Source: an optimization exercise on an open RTL-to-GDS flow (aim: small area). Production flows keep margins and buffers that such runs may drop. Only simulation tests tie the RTL to the original design; equivalence was not proved. Power and IR drop assume default switching activity.

**design/flow/design.v**
```verilog
module Binary_To_7Segment
(
    input i_Clk,
    input i_Reset,
    input [3:0] i_Binary_Num,    
    output o_Segment_A,
    output o_Segment_B,
    output o_Segment_C,
    output o_Segment_D,
    output o_Segment_E,
    output o_Segment_F,
    output o_Segment_G
);
    reg [6:0] r_Hex_Num;  
    always @(posedge i_Clk)
        if (i_Reset)
            r_Hex_Num = 7'b0000000;
        else
        case (i_Binary_Num)
        4'b0000: r_Hex_Num = 7'b1111110;  
        4'b0001: r_Hex_Num = 7'b0110000;  
        4'b0010: r_Hex_Num = 7'b1101101;  
        4'b0011: r_Hex_Num = 7'b1111001;  
        4'b0100: r_Hex_Num = 7'b0110011;  
        4'b0101: r_Hex_Num = 7'b1011011;  
        4'b0110: r_Hex_Num = 7'b1011111;  
        4'b0111: r_Hex_Num = 7'b1110000;  
        4'b1000: r_Hex_Num = 7'b1111111;  
        4'b1001: r_Hex_Num = 7'b1111011;  
        4'b1010: r_Hex_Num = 7'b1110111;  
        4'b1011: r_Hex_Num = 7'b0011111;  
        4'b1100: r_Hex_Num = 7'b1001110;  
        4'b1101: r_Hex_Num = 7'b0111101;  
        4'b1110: r_Hex_Num = 7'b1001111;  
        4'b1111: r_Hex_Num = 7'b1000111;  
        default: r_Hex_Num = 7'b0000000;  
        endcase
    assign o_Segment_A = r_Hex_Num[6];
    assign o_Segment_B = r_Hex_Num[5];
    assign o_Segment_C = r_Hex_Num[4];
    assign o_Segment_D = r_Hex_Num[3];
    assign o_Segment_E = r_Hex_Num[2];
    assign o_Segment_F = r_Hex_Num[1];
    assign o_Segment_G = r_Hex_Num[0];
endmodule
module Debounce_Switch
(
	input i_Clk,
	input i_Reset,
	input i_Switch,
	output o_Switch  
);
	parameter c_TIME_LIMIT = 1000;
	reg r_State;
	reg [17:0] r_Count;
always @(posedge i_Clk)
	begin 
		if (i_Reset)
		begin
			r_Count <= 0;
			r_State <= 1'b0;
		end
		else if (i_Switch !== r_State && r_Count < c_TIME_LIMIT)
			r_Count <= r_Count + 1;
		else if (r_Count == c_TIME_LIMIT)
		begin
			r_Count <= 0;
			r_State <= i_Switch;
		end
		else
			r_Count <= 0;
	end
	assign o_Switch = r_State;
endmodule
module UART_RX #(
    parameter CLKS_PER_BIT = 217
)(
    input i_Clock,
    input i_Reset,
    input i_RX_Input,
    output o_RX_Bit,
    output [7:0] o_RX_Byte
);
    parameter RX_IDLE        = 3'b000;
    parameter RX_START_BIT   = 3'b001;
    parameter RX_DATA_BITS   = 3'b010;
    parameter RX_STOP_BIT    = 3'b011;
    parameter RX_CLEANUP     = 3'b100;
    reg [2:0] r_Bit_Index;        
    reg [7:0] r_Clock_Count;      
    reg [7:0] r_RX_Byte;          
    reg [2:0] r_State_Machine;    
    reg r_RX_Bit;                 
    always @(posedge i_Clock)
    begin
        if (i_Reset)
        begin
            r_Bit_Index <= 0;
            r_Clock_Count <= 0;
            r_RX_Byte <= 0;
            r_State_Machine <= RX_IDLE;
            r_RX_Bit <= 0;
        end
        else
        case (r_State_Machine)
        RX_IDLE:
        begin 
            r_Clock_Count <= 0;
            r_Bit_Index <= 0;
            r_RX_Bit <= 0;
            if (i_RX_Input == 1'b0)   
                r_State_Machine <= RX_START_BIT;
            else
                r_State_Machine <= RX_IDLE;        
        end
        RX_START_BIT:
        begin
            if (r_Clock_Count == (CLKS_PER_BIT-1)/2)  
            begin
                if (i_RX_Input == 1'b0)   
                begin 
                    r_Clock_Count <= 0;
                    r_State_Machine <= RX_DATA_BITS;
                end
                else
                    r_State_Machine <= RX_IDLE;  
            end
            else
            begin
                r_Clock_Count <= r_Clock_Count + 1;
                r_State_Machine <= RX_START_BIT;
            end
        end
        RX_DATA_BITS:
        begin
            if (r_Clock_Count < CLKS_PER_BIT-1)  
            begin 
                r_Clock_Count <= r_Clock_Count + 1;
				r_State_Machine <= RX_DATA_BITS;
            end
            else
            begin 
                r_Clock_Count <= 0;
                r_RX_Byte[r_Bit_Index] <= i_RX_Input;  
                if (r_Bit_Index < 7)
                begin
                    r_Bit_Index <= r_Bit_Index + 1;
                    r_State_Machine <= RX_DATA_BITS;
                end
                else
                begin
                    r_Bit_Index <= 0;
                    r_State_Machine <= RX_STOP_BIT;
                end
            end
        end
        RX_STOP_BIT:
        begin
            if (r_Clock_Count < CLKS_PER_BIT-1)
            begin
                r_Clock_Count <= r_Clock_Count + 1;
                r_State_Machine <= RX_STOP_BIT;
            end
            else
            begin 
                r_RX_Bit <= 1'b1;  
                r_Clock_Count <= 0;
                r_State_Machine <= RX_CLEANUP;
            end
        end
        RX_CLEANUP:        
        begin
            r_State_Machine <= RX_IDLE;
            r_RX_Bit <= 1'b0;
        end
        default: 
            r_State_Machine <= RX_IDLE;
        endcase
    end
    assign o_RX_Bit = r_RX_Bit;
    assign o_RX_Byte = r_RX_Byte;
endmodule
module Sync_To_Count 
 #(parameter TOTAL_COLS = 800,  
   parameter TOTAL_ROWS = 525)  
  (input            i_Clk,       
   input            i_Reset,     
   input            i_HSync,     
   input            i_VSync,     
   output reg       o_HSync,  
   output reg       o_VSync,  
   output reg [9:0] o_Col_Count,  
   output reg [9:0] o_Row_Count);  
   wire w_Frame_Start;  
  always @(posedge i_Clk)  
  begin
    if (i_Reset)
    begin
      o_VSync <= 1'b0;
      o_HSync <= 1'b0;
    end
    else
    begin
      o_VSync <= i_VSync;  
      o_HSync <= i_HSync;  
    end
  end
  always @(posedge i_Clk)  
  begin
    if (i_Reset || w_Frame_Start == 1'b1)  
    begin
      o_Col_Count <= 0;  
      o_Row_Count <= 0;  
    end
    else  
    begin
      if (o_Col_Count == TOTAL_COLS-1)  
      begin
        if (o_Row_Count == TOTAL_ROWS-1)  
        begin
          o_Row_Count <= 0;  
        end
        else
        begin
          o_Row_Count <= o_Row_Count + 1;  
        end
        o_Col_Count <= 0;  
      end
      else
      begin
        o_Col_Count <= o_Col_Count + 1;  
      end
    end
  end
  assign w_Frame_Start = (~o_VSync & i_VSync);  
endmodule
module VGA_Sync_Pulses 
#(
   parameter TOTAL_COLS  = 800,   
   parameter TOTAL_ROWS  = 525,   
   parameter ACTIVE_COLS = 640,   
   parameter ACTIVE_ROWS = 480    
)
(
   input            i_Clk,             
   input            i_Reset,           
   output           o_HSync,           
   output           o_VSync,           
   output reg [9:0] o_Col_Count,   
   output reg [9:0] o_Row_Count    
);
  always @(posedge i_Clk) begin
    if (i_Reset) begin
      o_Col_Count <= 0;
      o_Row_Count <= 0;
    end
    else if (o_Col_Count == TOTAL_COLS - 1) begin
      o_Col_Count <= 0;  
      if (o_Row_Count == TOTAL_ROWS - 1)
        o_Row_Count <= 0;  
      else
        o_Row_Count <= o_Row_Count + 1;  
    end
    else
      o_Col_Count <= o_Col_Count + 1;  
  end
  assign o_HSync = o_Col_Count < ACTIVE_COLS ? 1'b1 : 1'b0;
  assign o_VSync = o_Row_Count < ACTIVE_ROWS ? 1'b1 : 1'b0;
endmodule
module VGA_Sync_Porch #(
    parameter VIDEO_WIDTH = 3,   
    parameter TOTAL_COLS  = 800,  
    parameter TOTAL_ROWS  = 525,  
    parameter ACTIVE_COLS = 640,  
    parameter ACTIVE_ROWS = 480   
)(
    input i_Clk,                     
    input i_Reset,                   
    input i_HSync,                   
    input i_VSync,                   
    input [VIDEO_WIDTH-1:0] i_Red_Video,  
    input [VIDEO_WIDTH-1:0] i_Grn_Video,  
    input [VIDEO_WIDTH-1:0] i_Blu_Video,  
    output reg o_HSync,              
    output reg o_VSync,              
    output reg [VIDEO_WIDTH-1:0] o_Red_Video,  
    output reg [VIDEO_WIDTH-1:0] o_Grn_Video,  
    output reg [VIDEO_WIDTH-1:0] o_Blu_Video   
);
  parameter c_FRONT_PORCH_HORZ = 18;   
  parameter c_BACK_PORCH_HORZ  = 50;   
  parameter c_FRONT_PORCH_VERT = 10;   
  parameter c_BACK_PORCH_VERT  = 33;   
  wire w_HSync;                      
  wire w_VSync;                      
  wire [9:0] w_Col_Count;           
  wire [9:0] w_Row_Count;           
  reg [VIDEO_WIDTH-1:0] r_Red_Video;  
  reg [VIDEO_WIDTH-1:0] r_Grn_Video;  
  reg [VIDEO_WIDTH-1:0] r_Blu_Video;  
  Sync_To_Count #(
    .TOTAL_COLS(TOTAL_COLS),
    .TOTAL_ROWS(TOTAL_ROWS)
  ) UUT (
    .i_Clk(i_Clk),
    .i_Reset(i_Reset),
    .i_HSync(i_HSync),
    .i_VSync(i_VSync),
    .o_HSync(w_HSync),
    .o_VSync(w_VSync),
    .o_Col_Count(w_Col_Count),
    .o_Row_Count(w_Row_Count)
  );
  always @(posedge i_Clk) begin
    if (i_Reset) begin
      o_HSync <= 1'b0;
      o_VSync <= 1'b0;
    end else begin
    if ((w_Col_Count < c_FRONT_PORCH_HORZ + ACTIVE_COLS) || 
        (w_Col_Count > TOTAL_COLS - c_BACK_PORCH_HORZ - 1))
      o_HSync <= 1'b1;  
    else
      o_HSync <= w_HSync;  
    if ((w_Row_Count < c_FRONT_PORCH_VERT + ACTIVE_ROWS) ||
        (w_Row_Count > TOTAL_ROWS - c_BACK_PORCH_VERT - 1))
      o_VSync <= 1'b1;  
    else
      o_VSync <= w_VSync;  
    end
  end
  always @(posedge i_Clk) begin
    if (i_Reset) begin
      r_Red_Video <= 0;
      r_Grn_Video <= 0;
      r_Blu_Video <= 0;
      o_Red_Video <= 0;
      o_Grn_Video <= 0;
      o_Blu_Video <= 0;
    end else begin
    r_Red_Video <= i_Red_Video;  
    r_Grn_Video <= i_Grn_Video;  
    r_Blu_Video <= i_Blu_Video;  
    o_Red_Video <= r_Red_Video;
    o_Grn_Video <= r_Grn_Video;
    o_Blu_Video <= r_Blu_Video;
    end
  end
endmodule
module Pong_Ball #(
    parameter c_GAME_HEIGHT = 30,   
    parameter c_GAME_WIDTH = 40     
)(
    input i_Clk,                     
    input i_Reset,                   
    input i_Game_On,                 
    input [5:0] i_Col_Counter,       
    input [5:0] i_Row_Counter,       
    output reg [5:0] o_Ball_X,   
    output reg [5:0] o_Ball_Y,   
    output reg o_Draw_Ball           
);
    parameter c_BALL_SPD = 5000;
    reg [5:0] r_Prev_Ball_X;
    reg [5:0] r_Prev_Ball_Y;
    reg [31:0] r_Ball_Counter;
    always @(posedge i_Clk) begin 
        if (i_Reset) begin
            o_Ball_X <= 0;
            o_Ball_Y <= 0;
            r_Prev_Ball_X <= 0;
            r_Prev_Ball_Y <= 0;
            r_Ball_Counter <= 0;
        end else if (i_Game_On == 1'b1) begin 
            if (r_Ball_Counter < c_BALL_SPD) begin
                r_Ball_Counter <= r_Ball_Counter + 1;
            end else begin
                r_Ball_Counter <= 0;
                r_Prev_Ball_X <= o_Ball_X;
                r_Prev_Ball_Y <= o_Ball_Y;
                if ((r_Prev_Ball_X < o_Ball_X && (o_Ball_X == c_GAME_WIDTH-1)) ||
                    (r_Prev_Ball_X > o_Ball_X && o_Ball_X != 0)) begin
                    o_Ball_X <= o_Ball_X - 1;   
                end else begin
                    o_Ball_X <= o_Ball_X + 1;   
                end
                if ((r_Prev_Ball_Y < o_Ball_Y && (o_Ball_Y == c_GAME_HEIGHT-1)) ||
                    (r_Prev_Ball_Y > o_Ball_Y && o_Ball_Y != 0)) begin
                    o_Ball_Y <= o_Ball_Y - 1;   
                end else begin
                    o_Ball_Y <= o_Ball_Y + 1;   
                end
            end 
        end else begin 
            o_Ball_X <= c_GAME_WIDTH / 2;
            o_Ball_Y <= c_GAME_HEIGHT / 2;
            r_Prev_Ball_X <= c_GAME_WIDTH / 2 + 1;
            r_Prev_Ball_Y <= c_GAME_HEIGHT / 2 - 1;
        end
    end
    always @(posedge i_Clk) begin 
        if (i_Reset) begin
            o_Draw_Ball <= 1'b0;
        end else if (i_Col_Counter == o_Ball_X && i_Row_Counter == o_Ball_Y) begin
            o_Draw_Ball <= 1'b1;   
        end else begin
            o_Draw_Ball <= 1'b0;   
        end
    end
endmodule
module Pong_Paddles#(
    parameter c_GAME_HEIGHT = 30,
    parameter c_PADDLE_HEIGHT = 5,
    parameter c_PADDLE_X = 0
)
(
    input i_Clk,
    input i_Reset,
    input [5:0] i_Col_Count,
    input [5:0] i_Row_Count,
    input i_Paddle_Up,
    input i_Paddle_Dn,
    output reg o_Draw_Paddle,
    output reg [5:0] o_Paddle_Y
);
    parameter c_PADDLE_SPEED = 5000; 
    reg [31:0] r_Counter;
    wire w_Paddle_Count_Enable;
    assign w_Paddle_Count_Enable = i_Paddle_Up ^ i_Paddle_Dn;
    always @(posedge i_Clk) 
    begin
        if(i_Reset)
        begin
            r_Counter <= 0;
            o_Paddle_Y <= 0;
        end
        else
        begin
        if(w_Paddle_Count_Enable == 1'b1)
        begin
            if(r_Counter == c_PADDLE_SPEED)
                r_Counter <= 0;
            else
                r_Counter <= r_Counter + 1;
        end      
        if(i_Paddle_Up == 1'b1 && r_Counter == c_PADDLE_SPEED && o_Paddle_Y !== 0)
            o_Paddle_Y <= o_Paddle_Y - 1;
        else if(i_Paddle_Dn == 1'b1 && r_Counter == c_PADDLE_SPEED && o_Paddle_Y !== c_GAME_HEIGHT - c_PADDLE_HEIGHT - 1)
            o_Paddle_Y <= o_Paddle_Y + 1;
        end
    end
    always @(posedge i_Clk)
    begin 
        if(i_Reset)
            o_Draw_Paddle <= 1'b0;
        else if(i_Col_Count == c_PADDLE_X && i_Row_Count >= o_Paddle_Y && i_Row_Count <= o_Paddle_Y + c_PADDLE_HEIGHT)
            o_Draw_Paddle <= 1'b1;
        else
            o_Draw_Paddle <= 1'b0;
    end
endmodule
module Pong_Top
  #(parameter c_TOTAL_COLS=800,
    parameter c_TOTAL_ROWS=525,
    parameter c_ACTIVE_COLS=640,
    parameter c_ACTIVE_ROWS=480)
  (input            i_Clk,
   input            i_Reset,
   input            i_HSync,
   input            i_VSync,
   input            i_Game_Start,
   input            i_Paddle_Up_P1,
   input            i_Paddle_Dn_P1,
   input            i_Paddle_Up_P2,
   input            i_Paddle_Dn_P2,
   output reg       o_HSync,
   output reg       o_VSync,
   output [3:0] o_Red_Video,
   output [3:0] o_Grn_Video,
   output [3:0] o_Blu_Video,
   output [3:0] o_Score_P1,
   output [3:0] o_Score_P2
   );
   parameter c_GAME_WIDTH  = 40;
   parameter c_GAME_HEIGHT = 30;
   parameter c_SCORE_LIMIT = 9;
   parameter c_PADDLE_HEIGHT = 5;
   parameter c_PADDLE_COL_P1 = 0;   
   parameter c_PADDLE_COL_P2 = c_GAME_WIDTH-1;  
   parameter IDLE    = 3'b000;
   parameter RUNNING = 3'b001;
   parameter P1_WINS = 3'b010;
   parameter P2_WINS = 3'b011;
   parameter CLEANUP = 3'b100;
   reg [2:0] r_State_Machine;
   wire       w_HSync, w_VSync;
   wire [9:0] w_Col_Count, w_Row_Count;
   wire       w_Draw_Paddle_P1, w_Draw_Paddle_P2;
   wire [5:0] w_Paddle_Y_P1, w_Paddle_Y_P2;
   wire       w_Draw_Ball, w_Draw_Any;
   wire       w_Game_On;
   wire [5:0] w_Ball_X, w_Ball_Y;
   reg [3:0] r_P1_Score;
   reg [3:0] r_P2_Score;
   wire [5:0] w_Col_Count_Div, w_Row_Count_Div;
    Sync_To_Count #(.TOTAL_COLS(c_TOTAL_COLS),
                  .TOTAL_ROWS(c_TOTAL_ROWS)) Sync_To_Count_Inst
    (.i_Clk(i_Clk),
     .i_Reset(i_Reset),
     .i_HSync(i_HSync),
     .i_VSync(i_VSync),
     .o_HSync(w_HSync),
     .o_VSync(w_VSync),
     .o_Col_Count(w_Col_Count),
     .o_Row_Count(w_Row_Count));
   always @(posedge i_Clk)
		begin
		if (i_Reset)
			begin
			o_HSync <= 1'b0;
			o_VSync <= 1'b0;
			end
		else
			begin
			o_HSync <= w_HSync;
			o_VSync <= w_VSync;
			end
		end
   assign w_Col_Count_Div = w_Col_Count[9:4];
   assign w_Row_Count_Div = w_Row_Count[9:4];
   Pong_Paddles#(.c_GAME_HEIGHT(c_GAME_HEIGHT), .c_PADDLE_HEIGHT(c_PADDLE_HEIGHT), .c_PADDLE_X(c_PADDLE_COL_P1)) P1_Instance
   (
	.i_Clk(i_Clk),
	.i_Reset(i_Reset),
	.i_Col_Count(w_Col_Count_Div),
	.i_Row_Count(w_Row_Count_Div),
	.i_Paddle_Up(i_Paddle_Up_P1),
	.i_Paddle_Dn(i_Paddle_Dn_P1),
	.o_Draw_Paddle(w_Draw_Paddle_P1),
	.o_Paddle_Y(w_Paddle_Y_P1)
   );
    Pong_Paddles#(.c_GAME_HEIGHT(c_GAME_HEIGHT), .c_PADDLE_HEIGHT(c_PADDLE_HEIGHT), .c_PADDLE_X(c_PADDLE_COL_P2)) P2_Instance
   (
	.i_Clk(i_Clk),
	.i_Reset(i_Reset),
	.i_Col_Count(w_Col_Count_Div),
	.i_Row_Count(w_Row_Count_Div),
	.i_Paddle_Up(i_Paddle_Up_P2),
	.i_Paddle_Dn(i_Paddle_Dn_P2),
	.o_Draw_Paddle(w_Draw_Paddle_P2),
	.o_Paddle_Y(w_Paddle_Y_P2)
   );
   Pong_Ball #(.c_GAME_HEIGHT(c_GAME_HEIGHT), .c_GAME_WIDTH(c_GAME_WIDTH)) Ball_Instance
   (
	.i_Clk(i_Clk),
	.i_Reset(i_Reset),
	.i_Game_On(w_Game_On),
	.i_Col_Counter(w_Col_Count_Div),
	.i_Row_Counter(w_Row_Count_Div),
	.o_Ball_X(w_Ball_X),
	.o_Ball_Y(w_Ball_Y),
	.o_Draw_Ball(w_Draw_Ball)
   );
   always @(posedge i_Clk)
		begin
			if (i_Reset)
			begin
			r_State_Machine <= IDLE;
			r_P1_Score <= 0;
			r_P2_Score <= 0;
			end
			else
			case(r_State_Machine)
		IDLE:
		begin
			if(i_Game_Start == 1'b1)
				r_State_Machine <= RUNNING;
		end
		RUNNING:
		begin
			if(w_Ball_X == 0 && (w_Ball_Y < w_Paddle_Y_P1 || w_Ball_Y > w_Paddle_Y_P1 + c_PADDLE_HEIGHT))  
				r_State_Machine <= P2_WINS;
			else if(w_Ball_X == c_GAME_WIDTH-1 && (w_Ball_Y < w_Paddle_Y_P2 || w_Ball_Y > w_Paddle_Y_P2 + c_PADDLE_HEIGHT))  
				r_State_Machine <= P1_WINS;
		end
		P1_WINS:
		begin
			if(r_P1_Score == c_SCORE_LIMIT)
				r_P1_Score <= 0;
			else
				begin
				r_P1_Score <= r_P1_Score + 1;
				r_State_Machine <= CLEANUP;
				end
		end
		P2_WINS:
		begin
			if(r_P2_Score == c_SCORE_LIMIT)
				r_P2_Score <= 0;
			else
				begin
				r_P2_Score <= r_P2_Score + 1;
				r_State_Machine <= CLEANUP;
				end
		end
		CLEANUP:
			r_State_Machine <= IDLE;
		endcase
		end
	assign w_Game_On = (r_State_Machine == RUNNING) ? 1'b1 : 1'b0;
	assign w_Draw_Any = w_Draw_Ball | w_Draw_Paddle_P1 | w_Draw_Paddle_P2;
	assign o_Red_Video = w_Draw_Any ? 4'b1111 : 4'b0000;
	assign o_Grn_Video = w_Draw_Any ? 4'b0000 : 4'b0000;
	assign o_Blu_Video = w_Draw_Any ? 4'b1111 : 4'b0000;
	assign o_Score_P1 = r_P1_Score;
	assign o_Score_P2 = r_P2_Score;
endmodule
module Pong_Main
  (
   input  i_Clk,         
   input  i_Reset,       
   input  i_UART_RX,     
   input i_Switch_1,     
   input i_Switch_2,     
   input i_Switch_3,     
   input i_Switch_4,     
   output o_Segment1_A, 
   output o_Segment1_B,
   output o_Segment1_C,
   output o_Segment1_D,
   output o_Segment1_E,
   output o_Segment1_F,
   output o_Segment1_G,
   output o_Segment2_A,
   output o_Segment2_B,
   output o_Segment2_C,
   output o_Segment2_D,
   output o_Segment2_E,
   output o_Segment2_F,
   output o_Segment2_G,
   output o_VGA_HSync,
   output o_VGA_VSync,
   output o_VGA_Red_0,
   output o_VGA_Red_1,
   output o_VGA_Red_2,
   output o_VGA_Grn_0,
   output o_VGA_Grn_1,
   output o_VGA_Grn_2,
   output o_VGA_Blu_0,
   output o_VGA_Blu_1,
   output o_VGA_Blu_2   
   );
   parameter c_VIDEO_WIDTH = 3;
   parameter c_TOTAL_COLS  = 800;
   parameter c_TOTAL_ROWS  = 525;
   parameter c_ACTIVE_COLS = 640;
   parameter c_ACTIVE_ROWS = 480;
   wire w_Segment1_A, w_Segment2_A;
   wire w_Segment1_B, w_Segment2_B;
   wire w_Segment1_C, w_Segment2_C;
   wire w_Segment1_D, w_Segment2_D;
   wire w_Segment1_E, w_Segment2_E;
   wire w_Segment1_F, w_Segment2_F;
   wire w_Segment1_G, w_Segment2_G;
   wire [c_VIDEO_WIDTH-1:0] w_Red_Video_TP, w_Red_Video_Porch;
   wire [c_VIDEO_WIDTH-1:0] w_Grn_Video_TP, w_Grn_Video_Porch;
   wire [c_VIDEO_WIDTH-1:0] w_Blu_Video_TP, w_Blu_Video_Porch;
   wire w_RX_DV;
   wire [3:0] w_Score_P1;   
   wire [3:0] w_Score_P2;   
   wire [7:0] w_RX_Byte;
   wire w_HSync_Start, w_VSync_Start;
   wire w_HSync_Pong, w_VSync_Pong;
   wire w_Switch_1, w_Switch_2, w_Switch_3, w_Switch_4;
   wire [3:0] w_Red_Video_Pong, w_Grn_Video_Pong, w_Blu_Video_Pong;
   UART_RX #(.CLKS_PER_BIT(217)) UART_RX_Inst
   (
    .i_Clock(i_Clk),
    .i_Reset(i_Reset),
    .i_RX_Input(i_UART_RX),
    .o_RX_Bit(w_RX_DV),
    .o_RX_Byte(w_RX_Byte)
   );
   Binary_To_7Segment SevenSeg1_Inst
   (
    .i_Clk(i_Clk),
    .i_Reset(i_Reset),
    .i_Binary_Num(w_Score_P1[3:0]),
    .o_Segment_A(w_Segment1_A),
    .o_Segment_B(w_Segment1_B),
    .o_Segment_C(w_Segment1_C),
    .o_Segment_D(w_Segment1_D),
    .o_Segment_E(w_Segment1_E),
    .o_Segment_F(w_Segment1_F),
    .o_Segment_G(w_Segment1_G)
   );
   assign o_Segment1_A = ~w_Segment1_A;
   assign o_Segment1_B = ~w_Segment1_B;
   assign o_Segment1_C = ~w_Segment1_C;
   assign o_Segment1_D = ~w_Segment1_D;
   assign o_Segment1_E = ~w_Segment1_E;
   assign o_Segment1_F = ~w_Segment1_F;
   assign o_Segment1_G = ~w_Segment1_G;
   Binary_To_7Segment SevenSeg2_Inst
   (
    .i_Clk(i_Clk),
    .i_Reset(i_Reset),
    .i_Binary_Num(w_Score_P2[3:0]),
    .o_Segment_A(w_Segment2_A),
    .o_Segment_B(w_Segment2_B),
    .o_Segment_C(w_Segment2_C),
    .o_Segment_D(w_Segment2_D),
    .o_Segment_E(w_Segment2_E),
    .o_Segment_F(w_Segment2_F),
    .o_Segment_G(w_Segment2_G)
   );
   assign o_Segment2_A = ~w_Segment2_A;
   assign o_Segment2_B = ~w_Segment2_B;
   assign o_Segment2_C = ~w_Segment2_C;
   assign o_Segment2_D = ~w_Segment2_D;
   assign o_Segment2_E = ~w_Segment2_E;
   assign o_Segment2_F = ~w_Segment2_F;
   assign o_Segment2_G = ~w_Segment2_G;
   VGA_Sync_Pulses #(.TOTAL_COLS(c_TOTAL_COLS),
                     .TOTAL_ROWS(c_TOTAL_ROWS),
                     .ACTIVE_COLS(c_ACTIVE_COLS),
                     .ACTIVE_ROWS(c_ACTIVE_ROWS)) 
   VGA_Sync_Pulses_Inst 
   (
    .i_Clk(i_Clk),
    .i_Reset(i_Reset),
    .o_HSync(w_HSync_Start),
    .o_VSync(w_VSync_Start),
    .o_Col_Count(),
    .o_Row_Count()
   );
   Debounce_Switch Instance1
   (
    .i_Clk(i_Clk),
    .i_Reset(i_Reset),
    .i_Switch(i_Switch_1),
    .o_Switch(w_Switch_1)
   );
   Debounce_Switch Instance2
   (
    .i_Clk(i_Clk),
    .i_Reset(i_Reset),
    .i_Switch(i_Switch_2),
    .o_Switch(w_Switch_2)
   );
   Debounce_Switch Instance3
   (
    .i_Clk(i_Clk),
    .i_Reset(i_Reset),
    .i_Switch(i_Switch_3),
    .o_Switch(w_Switch_3)
   );
   Debounce_Switch Instance4
   (
    .i_Clk(i_Clk),
    .i_Reset(i_Reset),
    .i_Switch(i_Switch_4),
    .o_Switch(w_Switch_4)
   );
   Pong_Top #(.c_TOTAL_COLS(c_TOTAL_COLS), .c_TOTAL_ROWS(c_TOTAL_ROWS), .c_ACTIVE_COLS(c_ACTIVE_COLS), .c_ACTIVE_ROWS(c_ACTIVE_ROWS)) Pong_Instance
   (
    .i_Clk(i_Clk),
    .i_Reset(i_Reset),
    .i_HSync(w_HSync_Start),
    .i_VSync(w_VSync_Start),
    .i_Game_Start(w_RX_DV),
    .i_Paddle_Up_P1(w_Switch_1),
    .i_Paddle_Dn_P1(w_Switch_2),
    .i_Paddle_Up_P2(w_Switch_3),
    .i_Paddle_Dn_P2(w_Switch_4),
    .o_HSync(w_HSync_Pong),
    .o_VSync(w_VSync_Pong),
    .o_Red_Video(w_Red_Video_Pong),
    .o_Grn_Video(w_Grn_Video_Pong),
    .o_Blu_Video(w_Blu_Video_Pong),
    .o_Score_P1(w_Score_P1),
    .o_Score_P2(w_Score_P2)
   );
   VGA_Sync_Porch  #(.VIDEO_WIDTH(c_VIDEO_WIDTH),
                     .TOTAL_COLS(c_TOTAL_COLS),
                     .TOTAL_ROWS(c_TOTAL_ROWS),
                     .ACTIVE_COLS(c_ACTIVE_COLS),
                     .ACTIVE_ROWS(c_ACTIVE_ROWS))
   VGA_Sync_Porch_Inst
   (
    .i_Clk(i_Clk),
    .i_Reset(i_Reset),
    .i_HSync(w_HSync_Pong),
    .i_VSync(w_VSync_Pong),
    .i_Red_Video(w_Red_Video_Pong[c_VIDEO_WIDTH-1:0]),
    .i_Grn_Video(w_Grn_Video_Pong[c_VIDEO_WIDTH-1:0]),
    .i_Blu_Video(w_Blu_Video_Pong[c_VIDEO_WIDTH-1:0]),
    .o_HSync(o_VGA_HSync),
    .o_VSync(o_VGA_VSync),
    .o_Red_Video(w_Red_Video_Porch),
    .o_Grn_Video(w_Grn_Video_Porch),
    .o_Blu_Video(w_Blu_Video_Porch)
   );
   assign o_VGA_Red_0 = w_Red_Video_Porch[0];
   assign o_VGA_Red_1 = w_Red_Video_Porch[1];
   assign o_VGA_Red_2 = w_Red_Video_Porch[2];
   assign o_VGA_Grn_0 = w_Grn_Video_Porch[0];
   assign o_VGA_Grn_1 = w_Grn_Video_Porch[1];
   assign o_VGA_Grn_2 = w_Grn_Video_Porch[2];
   assign o_VGA_Blu_0 = w_Blu_Video_Porch[0];
   assign o_VGA_Blu_1 = w_Blu_Video_Porch[1];
   assign o_VGA_Blu_2 = w_Blu_Video_Porch[2];
endmodule
```
**design/flow/run.sh**
```bash
#!/bin/bash
# synth_recipe.tcl (not shown) runs the flow's synth.tcl, then flattens the netlist and writes it again
# the make line also repeats each setting of config.mk as NAME=value (left out here)
make -C /OpenROAD-flow-scripts/flow DESIGN_CONFIG=/design/flow/config.mk WORK_HOME=/design/flow/orfs CLKGATE_MAP_FILE= SYNTH_SCRIPT=/design/flow/synth_recipe.tcl finish
```
**design/flow/config.mk**
```make
export PLATFORM = sky130hd
export DESIGN_NAME = Pong_Main
export DESIGN_NICKNAME = Pong_Main
export VERILOG_FILES = /design/flow/design.v
export SDC_FILE = /design/flow/constraint.sdc
export NUM_CORES = 4
export LEC_CHECK = 0
export CAP_MARGIN = 20
export CORE_MARGIN = 2
export CORE_UTILIZATION = 40
export SLEW_MARGIN = 20
```
**design/flow/constraint.sdc**
```tcl
create_clock -name core_clock -period 10.0 [get_ports {i_Clk}]
set_input_delay 2.0000 -clock core_clock [delete_from_list [all_inputs] [get_ports {i_Clk}]]
set_output_delay 2.0000 -clock core_clock [all_outputs]
set_load 0.01 [all_outputs]
```
==> flow_metrics.env <==
export IMPL_status="complete, no violations"
export IMPL_synth_seq_cells=321
export IMPL_period_needed_ps=3760
export IMPL_drv_slew=0
export IMPL_gp_congestion=0.791
export IMPL_setup_viol=0
export IMPL_finalHoldViolCount=0
export IMPL_numPortBuffers=28
export IMPL_synthArstFlopShare=0
export IMPL_fin_area_um2=18100
export IMPL_required_ps=10430
export IMPL_synth_warnings=10
export IMPL_rsz0062_at_grt="false"
export IMPL_max_vdd_ir_drop_mv=0.139
export IMPL_fp_coreArea_um2=39500
export IMPL_grt_ovfl_total=0
export IMPL_synthToLayoutAreaGrowth_pct=13.2
export IMPL_avgSynthCellArea_um2=8.58
export IMPL_drtIter0Drc=660
export IMPL_worst_pin_slew_ps=958
export IMPL_fin_setup_tns_ps=0
export IMPL_finalPower_mw=2.81
export IMPL_drive_gt1_frac=0.0475
export IMPL_skew_ps=23.7
export IMPL_post_cts_buffers=0
export IMPL_synth_flop_cell="dfxtp_1"
export IMPL_syn_inst=1859
export IMPL_start_kind="flip-flop"
export IMPL_cts_hold_buf=0
export IMPL_synthesis_area_um2=16000
export IMPL_dieArea_um2=41500
export IMPL_ctsRootBufferMaster="clkbuf_16"
export IMPL_synthDistinctLibCells=76
export IMPL_dp_hpwl_um=21200
export IMPL_grt_util_all_layers=0.150
export IMPL_clkLatencyLatePin_ps=540
export IMPL_hp_class="flip-flop to flip-flop"
export IMPL_num_antenna_cells=0
export IMPL_ctsLongestPathBuffers=3
export IMPL_fin_ws_ps=6240
export IMPL_std_cell_rows=73
export IMPL_ios=32
export IMPL_drc=0
export IMPL_fin_nets=2037
export IMPL_p_leak_nw=6.90
export IMPL_cts_inserted_buffers=38
export IMPL_grt_pass1_vias=11800
export IMPL_cts_sinks=321
export IMPL_crit_path_end_kind="flip-flop"
export IMPL_clk_pin_slew_ps=60
export IMPL_grt_pass1_wl_um=53700
export IMPL_synth_enable_flop_cells=0
export IMPL_p_per_area_nw_per_um2=155
export IMPL_grt_antenna_before_repair=0
export IMPL_max_freq_mhz=266
export IMPL_wl_per_cell_um=12.6
export IMPL_initial_core_util=0.403
export IMPL_cts_tree="built"
export IMPL_period_share=0.376
export IMPL_worstPathMaxFanout=13
export IMPL_slew_headroom=0.361
export IMPL_place_area_um2=16800
export IMPL_grt_max_degree=82
export IMPL_criticalPathCategory="flip-flop to flip-flop"
export IMPL_cts_resized=0
export IMPL_routed_via_density=5.04
export IMPL_via_count=12400
export IMPL_h_tree_depth=2
export IMPL_dp_slack_ps=5770
export IMPL_die_w_um=204
export IMPL_ys_seq_area_frac=0.403
export IMPL_worst_endpoint_arrival_ps=4200
export IMPL_die_h_um=204
export IMPL_wl_um=30900
export IMPL_drv_cap=0
export IMPL_antenna_left=0
export IMPL_first_pass_iters=5
==> final cells by class <==
type	count	area [um2]
inverters	110	413
clock buffers	56	1130
multi-input cells	1404	9000
repair buffers	34	323
fillers	3799	21500
clock inverters	12	114
flip-flops and latches	321	6430
well taps	525	657
==> cells by family (layout without fill, tap and decap cells) <==
group,count (synthesis),count (layout),synth area share
AOI/OAI and AO/OA,267,267,0.103
xor gates and xnor gates,187,187,0.104
adders and majority gates,124,124,0.0987
buffers and inverters,168,212,0.0431
DFF,321,321,0.403
muxes,14,14,0.0104
other,1,35,0.000235
and+or+nand+nor,777,777,0.237
==> critical path, cell delays in order, from the launching register on <==
cell      delay [ps]
dfxtp_1          650
inv_1            130
ha_1             330
a21o_1           180
a21o_1           170
a221oi_1         320
mux2_2           460
ha_1             310
a21o_1           170
a21oi_1          200
o21ai_0          150
xnor2_1          140
or3_1            310
a21oi_1          150
==> state kept, by name (all words and copies together), names as in the netlist, 6 cells and up <==
signal / count
Instance1.r_Count: 18
Instance2.r_Count: 18
Instance3.r_Count: 18
Instance4.r_Count: 18
Pong_Instance.Ball_Instance.o_Ball_X: 6
Pong_Instance.Ball_Instance.o_Ball_Y: 6
Pong_Instance.Ball_Instance.r_Ball_Counter: 32
Pong_Instance.Ball_Instance.r_Prev_Ball_X: 6
Pong_Instance.Ball_Instance.r_Prev_Ball_Y: 6
Pong_Instance.P1_Instance.o_Paddle_Y: 6
Pong_Instance.P1_Instance.r_Counter: 32
Pong_Instance.P2_Instance.o_Paddle_Y: 6
Pong_Instance.P2_Instance.r_Counter: 32
Pong_Instance.Sync_To_Count_Inst.o_Col_Count: 10
Pong_Instance.Sync_To_Count_Inst.o_Row_Count: 10
SevenSeg1_Inst.r_Hex_Num: 7
SevenSeg2_Inst.r_Hex_Num: 7
UART_RX_Inst.r_Clock_Count: 8
VGA_Sync_Porch_Inst.UUT.o_Col_Count: 10
VGA_Sync_Porch_Inst.UUT.o_Row_Count: 10
VGA_Sync_Pulses_Inst.o_Col_Count: 10
VGA_Sync_Pulses_Inst.o_Row_Count: 10
==> Yosys cell counts, types with 24 or more instances <==
| library cell | instances | area share |
|---|---|---|
| nor3_1 | 44 | 0.014 |
| inv_1 | 110 | 0.026 |
| nor4_1 | 38 | 0.015 |
| a21o_1 | 24 | 0.011 |
| nand4_1 | 46 | 0.018 |
| nor2_1 | 306 | 0.072 |
| and3_1 | 33 | 0.013 |
| nand2_1 | 111 | 0.026 |
| clkbuf_1 | 35 | 0.0082 |
| o21ai_0 | 53 | 0.017 |
| nand3_1 | 87 | 0.027 |
| xor2_1 | 111 | 0.061 |
| xnor2_1 | 74 | 0.041 |
| or3_1 | 24 | 0.0094 |
| a21oi_1 | 102 | 0.032 |
| dfxtp_1 | 321 | 0.40 |
| ha_1 | 117 | 0.092 |
==> path summary, 6_finish.rpt <==
kind / to / slack, ps / from / cells past startpoint
hold reg to reg: VGA_Sync_Porch_Inst.UUT.o_VSync / 430 / Pong_Instance.o_VSync / 2
setup reg to reg: Pong_Instance.Ball_Instance.o_Ball_Y[5] / 6240 / Pong_Instance.Ball_Instance.o_Ball_Y[3] / 13
hold / removal: VGA_Sync_Porch_Inst.UUT.o_VSync / 430 / Pong_Instance.o_VSync / 2
setup / recovery: Pong_Instance.Ball_Instance.o_Ball_Y[5] / 6240 / Pong_Instance.Ball_Instance.o_Ball_Y[3] / 13
==> placed cells by master, fill, tap and decap left out, drive strengths merged, types with 8 or more instances in the layout <==
master         netlist  routed
and4                11      11
nor4                38      38
xnor2               75      75
conb                 1      35
a21o                24      24
ha                 117     117
or3                 24      24
mux2i               11      11
nor2               308     308
nand2              111     111
nand3               87      87
nand4               46      46
xor2               112     112
o21ai               60      60
clkbuf              36      56
inv                110     113
a31oi               13      13
clkinv               0       8
nor2b               19      19
nor3                45      45
nor4b               14      14
nand2b               9       9
clkdlybuf4s50        0      27
dfxtp              321     321
a211oi              11      11
and3                33      33
a21oi              103     103
==> report_power, final <==
group	internal, mW	leakage (nW)	switching [mW]	total, mW
sequential	1.30	2.61	0.0164	1.32
combinational	0.0609	3.67	0.0828	0.144
clock	0.812	0.619	0.535	1.35
==> routing by layer <==
metal	global-route usage	part of all wire
met3	0.0235	0.027
met5	0	0
met1	0.201	0.50
met2	0.252	0.46
met4	0.0409	0.016
==> per-stage QoR <==
stage          hold WS, ps  cells  utilization
4_1_cts                431   2462        0.457
3_5_place_dp           426   2394        0.425
5_1_grt                458   2462        0.457
3_3_place_gp           416   2394        0.425
2_1_floorplan          410   1893            -
6_report               429   2462        0.457

separate check: timing with driven ports:
No port has a modelled driver above. Below, the same layout with a new extraction and two added sets of constraints.
Step 1, drivers: a clkbuf_16 drives i_Clk and a buf_2 each remaining input, both assumed.
Step 2, shift: input delay + t, output delay - t, t = (earliest + latest rising clock arrival at the registers) / 2. This alone moves slack from input paths to output paths.
a / b / c = ideal / step 1 / step 2; a / b = the first two.
t, ns: 0.576
setup WS [ns]: 6.237 / 6.237 / 6.114
cell pins on the clock port's net: 1
After both steps setup and hold are still met in this run. The setup slack of this run moves by 0.000 ns with the drivers and by -0.123 ns with both steps.
